This is an optimization exercise on Yosys and OpenROAD, whose aim is small area, a short achievable clock period and few clock cycles per item, not a production implementation. In this exercise RTL edits were held to simulation tests only and were not proved equivalent to the original. Power and IR drop assume default switching activity.

--- flow/design.v ---
`default_nettype none `timescale 1ns / 1ns
module shift_add_multiplier #(
    parameter integer WIDTH = 16
) (
    input wire clk,
    input wire reset_n,
    input wire tvalid_slave_1,
    input signed [WIDTH-1:0] tdata_slave_1,
    output wire tready_slave_1,
    input wire tvalid_slave_2,
    input signed [WIDTH-1:0] tdata_slave_2,
    output wire tready_slave_2,
    output reg tvalid_master,
    output reg signed [WIDTH-1:0] tdata_master,
    input wire tready_master
);
  reg held_1;
  reg held_2;
  reg [WIDTH-1:0] factor_a;
  reg [WIDTH-1:0] factor_b;
  wire [WIDTH-1:0] product;
  reg mid_valid;
  reg pipe_s131;
  reg pipe_s152;
  reg pipe_s153;
  reg pipe_s135;
  reg pipe_s154;
  reg pipe_s155;
  reg pipe_s171;
  reg pipe_s170;
  reg pipe_s173;
  reg pipe_s172;
  reg pipe_s175;
  reg pipe_s174;
  reg pipe_s176;
  reg pipe_g197;
  reg pipe_p198;
  reg pipe_g195;
  reg pipe_p196;
  reg pipe_g201;
  reg pipe_g199;
  reg pipe_G228;
  reg pipe_P229;
  reg pipe_G224;
  reg pipe_P225;
  reg pipe_p194;
  reg pipe_G240;
  reg pipe_x289;
  reg pipe_pp3;
  reg pipe_p182;
  reg pipe_r264;
  reg pipe_r265;
  reg pipe_r266;
  reg pipe_r267;
  reg pipe_r268;
  wire advance_out = mid_valid & (~tvalid_master | tready_master);
  wire advance = held_1 & held_2 & (~mid_valid | advance_out);
  wire input_transaction_1 = tvalid_slave_1 & tready_slave_1;
  wire input_transaction_2 = tvalid_slave_2 & tready_slave_2;
  assign tready_slave_1 = ~held_1 | advance;
  assign tready_slave_2 = ~held_2 | advance;
  always @(posedge clk) begin
    if (input_transaction_1) factor_a <= tdata_slave_1;
    if (input_transaction_2) factor_b <= tdata_slave_2;
    if (advance) begin
      pipe_s131 <= s131;
      pipe_s152 <= s152;
      pipe_s153 <= s153;
      pipe_s135 <= s135;
      pipe_s154 <= s154;
      pipe_s155 <= s155;
      pipe_s171 <= s171;
      pipe_s170 <= s170;
      pipe_s173 <= s173;
      pipe_s172 <= s172;
      pipe_s175 <= s175;
      pipe_s174 <= s174;
      pipe_s176 <= s176;
      pipe_g197 <= g197;
      pipe_p198 <= p198;
      pipe_g195 <= g195;
      pipe_p196 <= p196;
      pipe_g201 <= g201;
      pipe_g199 <= g199;
      pipe_G228 <= G228;
      pipe_P229 <= P229;
      pipe_G224 <= G224;
      pipe_P225 <= P225;
      pipe_p194 <= p194;
      pipe_G240 <= G240;
      pipe_x289 <= x289;
      pipe_pp3 <= pp3;
      pipe_p182 <= p182;
      pipe_r264 <= r264;
      pipe_r265 <= r265;
      pipe_r266 <= r266;
      pipe_r267 <= r267;
      pipe_r268 <= r268;
    end
    if (advance_out) tdata_master <= product;
    if (!reset_n) begin
      held_1 <= 1'b0;
      held_2 <= 1'b0;
      mid_valid <= 1'b0;
      tvalid_master <= 1'b0;
    end else begin
      held_1 <= input_transaction_1 | (held_1 & ~advance);
      held_2 <= input_transaction_2 | (held_2 & ~advance);
      mid_valid <= advance | (mid_valid & ~advance_out);
      tvalid_master <= advance_out | (tvalid_master & ~tready_master);
    end
  end
  wire [15:0] a = factor_a;
  wire [15:0] b = factor_b;
  wire one1 = b[0];
  wire two2 = b[1] & ~b[0];
  wire pp3 = one1 & a[0];
  wire pc4 = b[1] & ~pp3;
  wire pp5;
  sam_bsel u_pp5 (.x1(a[1]), .x2(a[0]), .one(one1), .two(two2), .neg(b[1]), .pp(pp5));
  wire pp6;
  sam_bsel u_pp6 (.x1(a[2]), .x2(a[1]), .one(one1), .two(two2), .neg(b[1]), .pp(pp6));
  wire pp7;
  sam_bsel u_pp7 (.x1(a[3]), .x2(a[2]), .one(one1), .two(two2), .neg(b[1]), .pp(pp7));
  wire pp8;
  sam_bsel u_pp8 (.x1(a[4]), .x2(a[3]), .one(one1), .two(two2), .neg(b[1]), .pp(pp8));
  wire pp9;
  sam_bsel u_pp9 (.x1(a[5]), .x2(a[4]), .one(one1), .two(two2), .neg(b[1]), .pp(pp9));
  wire pp10;
  sam_bsel u_pp10 (.x1(a[6]), .x2(a[5]), .one(one1), .two(two2), .neg(b[1]), .pp(pp10));
  wire pp11;
  sam_bsel u_pp11 (.x1(a[7]), .x2(a[6]), .one(one1), .two(two2), .neg(b[1]), .pp(pp11));
  wire pp12;
  sam_bsel u_pp12 (.x1(a[8]), .x2(a[7]), .one(one1), .two(two2), .neg(b[1]), .pp(pp12));
  wire pp13;
  sam_bsel u_pp13 (.x1(a[9]), .x2(a[8]), .one(one1), .two(two2), .neg(b[1]), .pp(pp13));
  wire pp14;
  sam_bsel u_pp14 (.x1(a[10]), .x2(a[9]), .one(one1), .two(two2), .neg(b[1]), .pp(pp14));
  wire pp15;
  sam_bsel u_pp15 (.x1(a[11]), .x2(a[10]), .one(one1), .two(two2), .neg(b[1]), .pp(pp15));
  wire pp16;
  sam_bsel u_pp16 (.x1(a[12]), .x2(a[11]), .one(one1), .two(two2), .neg(b[1]), .pp(pp16));
  wire pp17;
  sam_bsel u_pp17 (.x1(a[13]), .x2(a[12]), .one(one1), .two(two2), .neg(b[1]), .pp(pp17));
  wire pp18;
  sam_bsel u_pp18 (.x1(a[14]), .x2(a[13]), .one(one1), .two(two2), .neg(b[1]), .pp(pp18));
  wire pp19;
  sam_bsel u_pp19 (.x1(a[15]), .x2(a[14]), .one(one1), .two(two2), .neg(b[1]), .pp(pp19));
  wire one20 = b[2] ^ b[1];
  wire two21 = (b[3] & ~b[2] & ~b[1]) | (~b[3] & b[2] & b[1]);
  wire pp22 = one20 & a[0];
  wire pc23 = b[3] & ~pp22;
  wire pp24;
  sam_bsel u_pp24 (.x1(a[1]), .x2(a[0]), .one(one20), .two(two21), .neg(b[3]), .pp(pp24));
  wire pp25;
  sam_bsel u_pp25 (.x1(a[2]), .x2(a[1]), .one(one20), .two(two21), .neg(b[3]), .pp(pp25));
  wire pp26;
  sam_bsel u_pp26 (.x1(a[3]), .x2(a[2]), .one(one20), .two(two21), .neg(b[3]), .pp(pp26));
  wire pp27;
  sam_bsel u_pp27 (.x1(a[4]), .x2(a[3]), .one(one20), .two(two21), .neg(b[3]), .pp(pp27));
  wire pp28;
  sam_bsel u_pp28 (.x1(a[5]), .x2(a[4]), .one(one20), .two(two21), .neg(b[3]), .pp(pp28));
  wire pp29;
  sam_bsel u_pp29 (.x1(a[6]), .x2(a[5]), .one(one20), .two(two21), .neg(b[3]), .pp(pp29));
  wire pp30;
  sam_bsel u_pp30 (.x1(a[7]), .x2(a[6]), .one(one20), .two(two21), .neg(b[3]), .pp(pp30));
  wire pp31;
  sam_bsel u_pp31 (.x1(a[8]), .x2(a[7]), .one(one20), .two(two21), .neg(b[3]), .pp(pp31));
  wire pp32;
  sam_bsel u_pp32 (.x1(a[9]), .x2(a[8]), .one(one20), .two(two21), .neg(b[3]), .pp(pp32));
  wire pp33;
  sam_bsel u_pp33 (.x1(a[10]), .x2(a[9]), .one(one20), .two(two21), .neg(b[3]), .pp(pp33));
  wire pp34;
  sam_bsel u_pp34 (.x1(a[11]), .x2(a[10]), .one(one20), .two(two21), .neg(b[3]), .pp(pp34));
  wire pp35;
  sam_bsel u_pp35 (.x1(a[12]), .x2(a[11]), .one(one20), .two(two21), .neg(b[3]), .pp(pp35));
  wire pp36;
  sam_bsel u_pp36 (.x1(a[13]), .x2(a[12]), .one(one20), .two(two21), .neg(b[3]), .pp(pp36));
  wire one37 = b[4] ^ b[3];
  wire two38 = (b[5] & ~b[4] & ~b[3]) | (~b[5] & b[4] & b[3]);
  wire pp39 = one37 & a[0];
  wire pc40 = b[5] & ~pp39;
  wire pp41;
  sam_bsel u_pp41 (.x1(a[1]), .x2(a[0]), .one(one37), .two(two38), .neg(b[5]), .pp(pp41));
  wire pp42;
  sam_bsel u_pp42 (.x1(a[2]), .x2(a[1]), .one(one37), .two(two38), .neg(b[5]), .pp(pp42));
  wire pp43;
  sam_bsel u_pp43 (.x1(a[3]), .x2(a[2]), .one(one37), .two(two38), .neg(b[5]), .pp(pp43));
  wire pp44;
  sam_bsel u_pp44 (.x1(a[4]), .x2(a[3]), .one(one37), .two(two38), .neg(b[5]), .pp(pp44));
  wire pp45;
  sam_bsel u_pp45 (.x1(a[5]), .x2(a[4]), .one(one37), .two(two38), .neg(b[5]), .pp(pp45));
  wire pp46;
  sam_bsel u_pp46 (.x1(a[6]), .x2(a[5]), .one(one37), .two(two38), .neg(b[5]), .pp(pp46));
  wire pp47;
  sam_bsel u_pp47 (.x1(a[7]), .x2(a[6]), .one(one37), .two(two38), .neg(b[5]), .pp(pp47));
  wire pp48;
  sam_bsel u_pp48 (.x1(a[8]), .x2(a[7]), .one(one37), .two(two38), .neg(b[5]), .pp(pp48));
  wire pp49;
  sam_bsel u_pp49 (.x1(a[9]), .x2(a[8]), .one(one37), .two(two38), .neg(b[5]), .pp(pp49));
  wire pp50;
  sam_bsel u_pp50 (.x1(a[10]), .x2(a[9]), .one(one37), .two(two38), .neg(b[5]), .pp(pp50));
  wire pp51;
  sam_bsel u_pp51 (.x1(a[11]), .x2(a[10]), .one(one37), .two(two38), .neg(b[5]), .pp(pp51));
  wire one52 = b[6] ^ b[5];
  wire two53 = (b[7] & ~b[6] & ~b[5]) | (~b[7] & b[6] & b[5]);
  wire pp54 = one52 & a[0];
  wire pc55 = b[7] & ~pp54;
  wire pp56;
  sam_bsel u_pp56 (.x1(a[1]), .x2(a[0]), .one(one52), .two(two53), .neg(b[7]), .pp(pp56));
  wire pp57;
  sam_bsel u_pp57 (.x1(a[2]), .x2(a[1]), .one(one52), .two(two53), .neg(b[7]), .pp(pp57));
  wire pp58;
  sam_bsel u_pp58 (.x1(a[3]), .x2(a[2]), .one(one52), .two(two53), .neg(b[7]), .pp(pp58));
  wire pp59;
  sam_bsel u_pp59 (.x1(a[4]), .x2(a[3]), .one(one52), .two(two53), .neg(b[7]), .pp(pp59));
  wire pp60;
  sam_bsel u_pp60 (.x1(a[5]), .x2(a[4]), .one(one52), .two(two53), .neg(b[7]), .pp(pp60));
  wire pp61;
  sam_bsel u_pp61 (.x1(a[6]), .x2(a[5]), .one(one52), .two(two53), .neg(b[7]), .pp(pp61));
  wire pp62;
  sam_bsel u_pp62 (.x1(a[7]), .x2(a[6]), .one(one52), .two(two53), .neg(b[7]), .pp(pp62));
  wire pp63;
  sam_bsel u_pp63 (.x1(a[8]), .x2(a[7]), .one(one52), .two(two53), .neg(b[7]), .pp(pp63));
  wire pp64;
  sam_bsel u_pp64 (.x1(a[9]), .x2(a[8]), .one(one52), .two(two53), .neg(b[7]), .pp(pp64));
  wire one65 = b[8] ^ b[7];
  wire two66 = (b[9] & ~b[8] & ~b[7]) | (~b[9] & b[8] & b[7]);
  wire pp67 = one65 & a[0];
  wire pc68 = b[9] & ~pp67;
  wire pp69;
  sam_bsel u_pp69 (.x1(a[1]), .x2(a[0]), .one(one65), .two(two66), .neg(b[9]), .pp(pp69));
  wire pp70;
  sam_bsel u_pp70 (.x1(a[2]), .x2(a[1]), .one(one65), .two(two66), .neg(b[9]), .pp(pp70));
  wire pp71;
  sam_bsel u_pp71 (.x1(a[3]), .x2(a[2]), .one(one65), .two(two66), .neg(b[9]), .pp(pp71));
  wire pp72;
  sam_bsel u_pp72 (.x1(a[4]), .x2(a[3]), .one(one65), .two(two66), .neg(b[9]), .pp(pp72));
  wire pp73;
  sam_bsel u_pp73 (.x1(a[5]), .x2(a[4]), .one(one65), .two(two66), .neg(b[9]), .pp(pp73));
  wire pp74;
  sam_bsel u_pp74 (.x1(a[6]), .x2(a[5]), .one(one65), .two(two66), .neg(b[9]), .pp(pp74));
  wire pp75;
  sam_bsel u_pp75 (.x1(a[7]), .x2(a[6]), .one(one65), .two(two66), .neg(b[9]), .pp(pp75));
  wire one76 = b[10] ^ b[9];
  wire two77 = (b[11] & ~b[10] & ~b[9]) | (~b[11] & b[10] & b[9]);
  wire pp78 = one76 & a[0];
  wire pc79 = b[11] & ~pp78;
  wire pp80;
  sam_bsel u_pp80 (.x1(a[1]), .x2(a[0]), .one(one76), .two(two77), .neg(b[11]), .pp(pp80));
  wire pp81;
  sam_bsel u_pp81 (.x1(a[2]), .x2(a[1]), .one(one76), .two(two77), .neg(b[11]), .pp(pp81));
  wire pp82;
  sam_bsel u_pp82 (.x1(a[3]), .x2(a[2]), .one(one76), .two(two77), .neg(b[11]), .pp(pp82));
  wire pp83;
  sam_bsel u_pp83 (.x1(a[4]), .x2(a[3]), .one(one76), .two(two77), .neg(b[11]), .pp(pp83));
  wire pp84;
  sam_bsel u_pp84 (.x1(a[5]), .x2(a[4]), .one(one76), .two(two77), .neg(b[11]), .pp(pp84));
  wire one85 = b[12] ^ b[11];
  wire two86 = (b[13] & ~b[12] & ~b[11]) | (~b[13] & b[12] & b[11]);
  wire pp87 = one85 & a[0];
  wire pc88 = b[13] & ~pp87;
  wire pp89;
  sam_bsel u_pp89 (.x1(a[1]), .x2(a[0]), .one(one85), .two(two86), .neg(b[13]), .pp(pp89));
  wire pp90;
  sam_bsel u_pp90 (.x1(a[2]), .x2(a[1]), .one(one85), .two(two86), .neg(b[13]), .pp(pp90));
  wire pp91;
  sam_bsel u_pp91 (.x1(a[3]), .x2(a[2]), .one(one85), .two(two86), .neg(b[13]), .pp(pp91));
  wire one92 = b[14] ^ b[13];
  wire two93 = (b[15] & ~b[14] & ~b[13]) | (~b[15] & b[14] & b[13]);
  wire pp94 = one92 & a[0];
  wire pc95 = b[15] & ~pp94;
  wire pp96;
  sam_bsel u_pp96 (.x1(a[1]), .x2(a[0]), .one(one92), .two(two93), .neg(b[15]), .pp(pp96));
  wire s97, s98;
  sam_ha u_s97 (.a(pc79), .b(pp15), .s(s97), .co(s98));
  wire s99, s100;
  sam_fa u_s99 (.a(pp87), .b(pp16), .c(pp33), .s(s99), .co(s100));
  wire s101, s102;
  sam_fa u_s101 (.a(pc88), .b(pp17), .c(pp34), .s(s101), .co(s102));
  wire s103, s104;
  sam_ha u_s103 (.a(pp49), .b(pp62), .s(s103), .co(s104));
  wire s105, s106;
  sam_fa u_s105 (.a(pp94), .b(pp18), .c(pp35), .s(s105), .co(s106));
  wire s107, s108;
  sam_fa u_s107 (.a(pp50), .b(pp63), .c(pp74), .s(s107), .co(s108));
  wire s109, s110;
  sam_ha u_s109 (.a(pc55), .b(pp11), .s(s109), .co(s110));
  wire s111, s112;
  sam_fa u_s111 (.a(pp67), .b(pp12), .c(pp29), .s(s111), .co(s112));
  wire s113, s114;
  sam_fa u_s113 (.a(pc68), .b(pp13), .c(pp30), .s(s113), .co(s114));
  wire s115, s116;
  sam_ha u_s115 (.a(pp45), .b(pp58), .s(s115), .co(s116));
  wire s117, s118;
  sam_fa u_s117 (.a(pp78), .b(pp14), .c(pp31), .s(s117), .co(s118));
  wire s119, s120;
  sam_fa u_s119 (.a(pp46), .b(pp59), .c(pp70), .s(s119), .co(s120));
  wire s121, s122;
  sam_fa u_s121 (.a(pp32), .b(pp47), .c(pp60), .s(s121), .co(s122));
  wire s123, s124;
  sam_fa u_s123 (.a(pp71), .b(pp80), .c(s97), .s(s123), .co(s124));
  wire s125, s126;
  sam_fa u_s125 (.a(pp48), .b(pp61), .c(pp72), .s(s125), .co(s126));
  wire s127, s128;
  sam_fa u_s127 (.a(pp81), .b(s98), .c(s99), .s(s127), .co(s128));
  wire s129, s130;
  sam_fa u_s129 (.a(pp73), .b(pp82), .c(pp89), .s(s129), .co(s130));
  wire s131, s132;
  sam_fa u_s131 (.a(s103), .b(s100), .c(s101), .s(s131), .co(s132));
  wire s133, s134;
  sam_fa u_s133 (.a(pp83), .b(pp90), .c(s104), .s(s133), .co(s134));
  wire s135, s136;
  sam_fa u_s135 (.a(s102), .b(s105), .c(s107), .s(s135), .co(s136));
  wire s137, s138;
  sam_ha u_s137 (.a(pc40), .b(pp9), .s(s137), .co(s138));
  wire s139, s140;
  sam_fa u_s139 (.a(pp54), .b(pp10), .c(pp27), .s(s139), .co(s140));
  wire s141, s142;
  sam_fa u_s141 (.a(pp28), .b(pp43), .c(pp56), .s(s141), .co(s142));
  wire s143, s144;
  sam_fa u_s143 (.a(pp44), .b(pp57), .c(s110), .s(s143), .co(s144));
  wire s145, s146;
  sam_fa u_s145 (.a(pp69), .b(s115), .c(s112), .s(s145), .co(s146));
  wire s147, s148;
  sam_fa u_s147 (.a(s116), .b(s114), .c(s117), .s(s147), .co(s148));
  wire s149, s150;
  sam_fa u_s149 (.a(s118), .b(s120), .c(s121), .s(s149), .co(s150));
  wire s151, s152;
  sam_fa u_s151 (.a(s122), .b(s125), .c(s124), .s(s151), .co(s152));
  wire s153, s154;
  sam_fa u_s153 (.a(s126), .b(s129), .c(s128), .s(s153), .co(s154));
  wire s155, s156;
  sam_fa u_s155 (.a(s130), .b(s133), .c(s132), .s(s155), .co(s156));
  wire s157, s158;
  sam_ha u_s157 (.a(pc23), .b(pp7), .s(s157), .co(s158));
  wire s159, s160;
  sam_fa u_s159 (.a(pp39), .b(pp8), .c(pp25), .s(s159), .co(s160));
  wire s161, s162;
  sam_fa u_s161 (.a(pp26), .b(pp41), .c(s137), .s(s161), .co(s162));
  wire s163, s164;
  sam_fa u_s163 (.a(pp42), .b(s138), .c(s139), .s(s163), .co(s164));
  wire s165, s166;
  sam_fa u_s165 (.a(s109), .b(s140), .c(s141), .s(s165), .co(s166));
  wire s167, s168;
  sam_fa u_s167 (.a(s142), .b(s111), .c(s143), .s(s167), .co(s168));
  wire s169, s170;
  sam_fa u_s169 (.a(s113), .b(s144), .c(s145), .s(s169), .co(s170));
  wire s171, s172;
  sam_fa u_s171 (.a(s119), .b(s146), .c(s147), .s(s171), .co(s172));
  wire s173, s174;
  sam_fa u_s173 (.a(s123), .b(s148), .c(s149), .s(s173), .co(s174));
  wire s175, s176;
  sam_fa u_s175 (.a(s150), .b(s127), .c(s151), .s(s175), .co(s176));
  wire s177, s178;
  sam_fa u_s177 (.a(pipe_s131), .b(pipe_s152), .c(pipe_s153), .s(s177), .co(s178));
  wire s179, s180;
  sam_fa u_s179 (.a(pipe_s135), .b(pipe_s154), .c(pipe_s155), .s(s179), .co(s180));
  wire g181 = pc4 & pp5;
  wire p182 = pc4 ^ pp5;
  wire g183 = pp22 & pp6;
  wire p184 = pp22 ^ pp6;
  wire g185 = pp24 & s157;
  wire p186 = pp24 ^ s157;
  wire g187 = s159 & s158;
  wire p188 = s159 ^ s158;
  wire g189 = s161 & s160;
  wire p190 = s161 ^ s160;
  wire g191 = s163 & s162;
  wire p192 = s163 ^ s162;
  wire g193 = s165 & s164;
  wire p194 = s165 ^ s164;
  wire g195 = s167 & s166;
  wire p196 = s167 ^ s166;
  wire g197 = s169 & s168;
  wire p198 = s169 ^ s168;
  wire g199 = s171 & s170;
  wire p200 = pipe_s171 ^ pipe_s170;
  wire g201 = s173 & s172;
  wire p202 = pipe_s173 ^ pipe_s172;
  wire g203 = pipe_s175 & pipe_s174;
  wire p204 = pipe_s175 ^ pipe_s174;
  wire g205 = s177 & pipe_s176;
  wire p206 = s177 ^ pipe_s176;
  wire g207 = s179 & s178;
  wire p208 = s179 ^ s178;
  wire P209 = p182 & pp3;
  wire G210 = g185 | (p186 & g183);
  wire P211 = p186 & p184;
  wire G212 = g189 | (p190 & g187);
  wire P213 = p190 & p188;
  wire G214 = g193 | (p194 & g191);
  wire P215 = p194 & p192;
  wire G216 = pipe_g197 | (pipe_p198 & pipe_g195);
  wire P217 = pipe_p198 & pipe_p196;
  wire G218 = pipe_g201 | (p202 & pipe_g199);
  wire P219 = p202 & p200;
  wire G220 = g205 | (p206 & g203);
  wire P221 = p206 & p204;
  wire G222 = g183 | (p184 & g181);
  wire P223 = p184 & P209;
  wire G224 = G210 | (P211 & g181);
  wire P225 = P211 & P209;
  wire G226 = g191 | (p192 & G212);
  wire P227 = p192 & P213;
  wire G228 = G214 | (P215 & G212);
  wire P229 = P215 & P213;
  wire G230 = pipe_g199 | (p200 & G216);
  wire P231 = p200 & P217;
  wire G232 = G218 | (P219 & G216);
  wire P233 = P219 & P217;
  wire G234 = g207 | (p208 & G220);
  wire P235 = p208 & P221;
  wire G236 = g187 | (p188 & G224);
  wire P237 = p188 & P225;
  wire G238 = G212 | (P213 & G224);
  wire P239 = P213 & P225;
  wire G240 = G226 | (P227 & G224);
  wire P241 = P227 & P225;
  wire G242 = pipe_G228 | (pipe_P229 & pipe_G224);
  wire P243 = pipe_P229 & pipe_P225;
  wire G244 = g203 | (p204 & G232);
  wire P245 = p204 & P233;
  wire G246 = G220 | (P221 & G232);
  wire P247 = P221 & P233;
  wire G248 = G234 | (P235 & G232);
  wire P249 = P235 & P233;
  wire G250 = pipe_g195 | (pipe_p196 & G242);
  wire P251 = pipe_p196 & P243;
  wire G252 = G216 | (P217 & G242);
  wire P253 = P217 & P243;
  wire G254 = G230 | (P231 & G242);
  wire P255 = P231 & P243;
  wire G256 = G232 | (P233 & G242);
  wire P257 = P233 & P243;
  wire G258 = G244 | (P245 & G242);
  wire P259 = P245 & P243;
  wire G260 = G246 | (P247 & G242);
  wire P261 = P247 & P243;
  wire G262 = G248 | (P249 & G242);
  wire P263 = P249 & P243;
  wire r264 = p184 ^ g181;
  wire r265 = p186 ^ G222;
  wire r266 = p188 ^ G224;
  wire r267 = p190 ^ G236;
  wire r268 = p192 ^ G238;
  wire r269 = pipe_p194 ^ pipe_G240;
  wire r270 = pipe_p196 ^ G242;
  wire r271 = pipe_p198 ^ G250;
  wire r272 = p200 ^ G252;
  wire r273 = p202 ^ G254;
  wire r274 = p204 ^ G256;
  wire r275 = p206 ^ G258;
  wire r276 = p208 ^ G260;
  wire x277;
  sam_x2 u_x277 (.a(pc95), .b(pp19), .y(x277));
  wire x278;
  sam_x2 u_x278 (.a(pp36), .b(pp51), .y(x278));
  wire x279;
  sam_x2 u_x279 (.a(pp64), .b(pp75), .y(x279));
  wire x280;
  sam_x2 u_x280 (.a(pp84), .b(pp91), .y(x280));
  wire x281;
  sam_x2 u_x281 (.a(pp96), .b(x277), .y(x281));
  wire x282;
  sam_x2 u_x282 (.a(x278), .b(x279), .y(x282));
  wire x283;
  sam_x2 u_x283 (.a(x280), .b(x281), .y(x283));
  wire x284;
  sam_x2 u_x284 (.a(x282), .b(s106), .y(x284));
  wire x285;
  sam_x2 u_x285 (.a(s108), .b(s134), .y(x285));
  wire x286;
  sam_x2 u_x286 (.a(x283), .b(x284), .y(x286));
  wire x287;
  sam_x2 u_x287 (.a(x285), .b(x286), .y(x287));
  wire x288;
  sam_x2 u_x288 (.a(s136), .b(x287), .y(x288));
  wire x289;
  sam_x2 u_x289 (.a(x288), .b(s156), .y(x289));
  wire x290;
  sam_x2 u_x290 (.a(pipe_x289), .b(s180), .y(x290));
  wire x291;
  sam_x2 u_x291 (.a(x290), .b(G262), .y(x291));
  assign product = {x291, r276, r275, r274, r273, r272, r271, r270, r269, pipe_r268, pipe_r267, pipe_r266, pipe_r265, pipe_r264, pipe_p182, pipe_pp3};
endmodule
module sam_fa (
    input wire a,
    input wire b,
    input wire c,
    output wire s,
    output wire co
);
  assign s  = a ^ b ^ c;
  assign co = (a & b) | (a & c) | (b & c);
endmodule
module sam_ha (
    input wire a,
    input wire b,
    output wire s,
    output wire co
);
  assign s  = a ^ b;
  assign co = a & b;
endmodule
module sam_x2 (
    input wire a,
    input wire b,
    output wire y
);
  assign y = a ^ b;
endmodule
module sam_bsel (
    input wire x1,
    input wire x2,
    input wire one,
    input wire two,
    input wire neg,
    output wire pp
);
  assign pp = ((one & x1) | (two & x2)) ^ neg;
endmodule
--- flow/run.sh ---
#!/bin/bash
# synth_recipe.tcl (not shown) runs the flow's synth.tcl, then flattens the netlist and writes it again
# the make line also repeats each setting of config.mk as NAME=value (left out here)
make -C /OpenROAD-flow-scripts/flow DESIGN_CONFIG=/design/flow/config.mk WORK_HOME=/design/flow/orfs CLKGATE_MAP_FILE= SYNTH_SCRIPT=/design/flow/synth_recipe.tcl finish
--- flow/config.mk ---
export PLATFORM = sky130hd
export DESIGN_NAME = shift_add_multiplier
export DESIGN_NICKNAME = shift_add_multiplier
export VERILOG_FILES = /design/flow/design.v
export SDC_FILE = /design/flow/constraint.sdc
export NUM_CORES = 4
export LEC_CHECK = 0
export CAP_MARGIN = 20
export CORE_MARGIN = 2
export CORE_UTILIZATION = 40
export SLEW_MARGIN = 20
export SYNTH_HIERARCHICAL = 1
--- flow/constraint.sdc ---
create_clock -name core_clock -period 5.0 [get_ports {clk}]
set_input_delay 1.0000 -clock core_clock [delete_from_list [all_inputs] [get_ports {clk}]]
set_output_delay 1.0000 -clock core_clock [all_outputs]
set_load 0.01 [all_outputs]
==> results by group <==
Cells and area
  – Layout Nets: 570
  – Antenna cells: 0
  – Share of layout cells above drive strength 1: 0.204
  – Area growth syn-to-layout: 21.0%
  – Largest regs: factor_a (16), factor_b (16), tdata_master (16)

Yosys
  – Leading area contributor after synthesis: edfxtp_1
  – Syn. warnings: 7
  – Synth Area in Adders: 0.177
  – Top cells by area, synth: edfxtp_1, a22oi_2, fa_1
  – Top post-synthesis cells by count: edfxtp_1, xnor2_1, a22oi_2
  – Mapped Nets: 488
  – Seq cells post-synth: 84
  – Cells after synthesis: 394
  – Main synth FF type: edfxtp_1
  – Seq/Total Area, Yosys: 0.441
  – Top-area cell type share of the netlist area: 0.427
  – Distinct cells, synth: 24
  – Compound-Gate Fraction of Synth Area: 0.173
  – Area share of and/or/nand/nor cells after synthesis: 0.0509
  – Post-synth EDFFs: 80
  – Async S/R FF share, synth: 0
  – Syn Area/Cell: 14.3 um^2
  – Synth Area in XOR/XNOR: 0.154
  – Largest family of logic cells by synthesized area: adder cells
  – Most numerous cell in the Yosys netlist: edfxtp_1
  – Syn Std Cell Area: 5630 um^2
  – Multiplexer area fraction after synthesis: 0

Clock tree
  – Clock Pin Slew Worst Setup and Hold Paths: 70 ps
  – Bufs on Longest Clock Path: 2
  – Hold Buf Count CTS: 0
  – CTS buffer count: 9
  – Post CTS Setup Buffer Count: 0
  – Sink Count: 84
  – CTS H-tree lvls: 3
  – Worst skew pair latency: 350 ps
  – CTS tree: yes
  – Clock root cell: clkbuf_16
  – CTS resizes: 0

Worst setup path
  – Reg2reg end: pipe_p198
  – Setup crit end kind: flop
  – Critical Path AT: 3910 ps
  – Crit path launch type: flop
  – WS Path Type: reg -> reg
  – Reg2reg path depth: 9
  – Flop2flop setup slack: 1180 ps
  – CP max FO: 19
  – Worst EP required: 5100 ps
  – R2R Path Start: factor_b[3]

Placement
  – I/O Buffers: 55
  – GP Congestion: 0.791
  – DP Wirelength: 7.95 mm

Timing
  – Rel. slew slack: 0.352
  – Period Utilization, post-route: 0.764
  – Slew @ Worst Pin: 972 ps
  – RSZ-0062 raised after global routing: false
  – Setup tns final: 0 ps
  – Post-layout min period: 3820 ps
  – Final hold slack: 419 ps
  – Final setup violation count: 0
  – Clk_skew: 10.8 ps
  – Maximum clock rate: 0.262 GHz
  – Hold Vio Cnt, Final: 0
  – Final Max Tran Viols: 0

Floorplanning
  – I/O Pins: 56
  – Rows: 43
  – Initial core utilization: 0.407
  – Die width: 123 um
  – Die area: 15,000 um^2
  – Core ar.: 13,800 um^2
  – Die Y: 123 um

Power
  – Comb power frac: 0.365
  – NetSw: 0.000828 W
  – Reg power frac: 0.389
  – Clock network power share: 0.246
  – Static leakage power: 2.33 nW
  – Internal Power: 0.00175 W
  – Switching share of power: 0.321
  – P per Cell Area: 379 nW/um^2
  – Peak supply drop: 0.179 mV

Drt
  – Final WL: 11.0 mm
  – Drt pass-1 iters: 4
  – Initial detailed-routing violation count: 170
  – Routed Antenna Nets: 0
  – Vias per cell: 5.07
  – # DRC: 0
  – Avg WL per Cell: 16.7 um
  – DR vias: 3,353

Global route
  – Largest net degree at the start of global routing: 33
  – GRT Total Usage: 0.163
  – Initial antenna violation count: 0
  – Vias in the first global route: 3,431
  – Remaining Overflow, GRT: 0
  – First-pass GRT wire length: 18.1 mm

Min path
  – HP Start: pipe_r266
  – Worst Hold Class: reg -> reg
  – Hold EP: tdata_master[4]
  – Worst Hold Depth: 0

Run status
  – Status: complete, no violations

Job
  – Max-cap violations: 0
==> per-stage QoR <==
step | cell area, um^2 | power, W | utilization | instances | setup WS [ps]
finish | 6810 | 0.00258 | 0.493 | 661 | 1180
detailed placement | 6530 | 0.00198 | 0.472 | 645 | 1250
global placement | 6530 | 0.00195 | 0.472 | 645 | 1320
CTS | 6810 | 0.00262 | 0.493 | 661 | 1230
global route | 6810 | 0.00278 | 0.493 | 661 | 1000
floorplan | 5630 | 0.00172 | - | 394 | 628
==> layout make-up <==
class                   instances  area [um^2]
inverters                       6         22.5
flip-flops and latches         84         2480
well taps                     180          225
multi-input cells             304         3130
repair buffers                 71          671
fillers                      1191         7020
clock inverters                 7         58.8
clock buffers                   9          225
==> Yosys stat by module (local to each module, per instance) <==
| module | cell area [um^2] | cells inside |
|---|---|---|
| shift_add_multiplier | 3340 | 209 |
| sam_ha | 12.5 | 1 |
| sam_x2 | 8.76 | 1 |
| sam_bsel | 21.3 | 2 |
| sam_fa | 20.0 | 1 |
==> critical path, stage by stage, from the launching register on <==
cell and delay [ps]:
edfxtp_1 950, nand2_1 100, o21ai_1 310, buf_4 290
a22oi_2 80, xnor2_1 190, fa_1 440, fa_1 510
fa_1 410, ha_1 280
==> cells by family after synthesis <==
family / count (synthesis)
XOR/XNOR: 98
AO/OA/AOI/OAI: 91
flip-flops: 84
AND/OR/NAND/NOR: 58
adder cells (fa/ha/maj): 57
buffers and inverters: 6
==> cells in the final DEF (no fill, tap or decap), types with 2 or more instances in the layout <==
| cell type | instances |
|---|---|
| clkdlybuf4s50_1 | 55 |
| buf_4 | 16 |
| o21ai_1 | 2 |
| a21o_1 | 4 |
| o21ai_0 | 8 |
| nor2_1 | 10 |
| xnor2_1 | 69 |
| inv_1 | 6 |
| dfxtp_1 | 4 |
| fa_1 | 38 |
| clkbuf_16 | 9 |
| a21oi_1 | 5 |
| inv_6 | 2 |
| a22oi_2 | 64 |
| clkinv_4 | 2 |
| nor2b_1 | 16 |
| nand2_1 | 20 |
| o21a_1 | 3 |
| and2_1 | 10 |
| xor2_1 | 28 |
| ha_1 | 19 |
| edfxtp_1 | 80 |
==> power groups by stage <==
| stage | registers, W | clock network (W) | logic, W |
|---|---|---|---|
| final | 0.00100 | 0.000635 | 0.000943 |
| after global routing | 0.00101 | 0.000685 | 0.00108 |
| after CTS | 0.00100 | 0.000657 | 0.000964 |
| after detailed placement | 0.00102 | 0 | 0.000960 |
| after global placement | 0.00102 | 0 | 0.000937 |
| after floorplan | 0.00101 | 0 | 0.000711 |
==> layer usage <==
metal | track usage | routed length, um | vias to the layer above
li1 | - | - | 1614
met2 | 0.268 | 5420 | 53
met4 | 0.0575 | 170 | 0
met3 | 0.0376 | 368 | 13
met5 | 0 | 0 | -
met1 | 0.212 | 5080 | 1673
==> worst max-delay path by stage <==
stage                      startpoint        end  slack (ps)
after floorplan           factor_b[1]  pipe_g201         630
after global placement    factor_b[3]  pipe_g201        1320
after detailed placement  factor_b[3]  pipe_p198        1250
after CTS                 factor_b[3]  pipe_p198        1230
after global routing      factor_b[3]  pipe_g201        1000
final                     factor_b[3]  pipe_p198        1180
Testbench counts, summed over its fixed seeds: cycles 1,224, items 1,200.

## re-timing with driven ports
The results above use ideal ports. As a check the final layout listed here was re-extracted and re-timed, cells and wires unchanged. Step 1, drivers: a clkbuf_16 drives clk and a buf_2 each remaining input, both assumed. Step 2 times the ports against the registers' clock, not the clock port: input delays grow and output delays shrink by t, the midpoint of the rising clock arrivals with the driver on. Three values: no drivers, after step 1, after step 2; two values: the first two.
shift t [ns]: 0.385
setup WS [ns]: 1.182 / 1.182 / 1.182
slew at the worst register clock pin (ns): 0.07 / 0.07
worst data-port slew with drivers (ns): 0.04
After both steps setup and hold are still met in this run. The setup slack of this run moves by 0.000 ns with the drivers and by 0.000 ns with both steps.
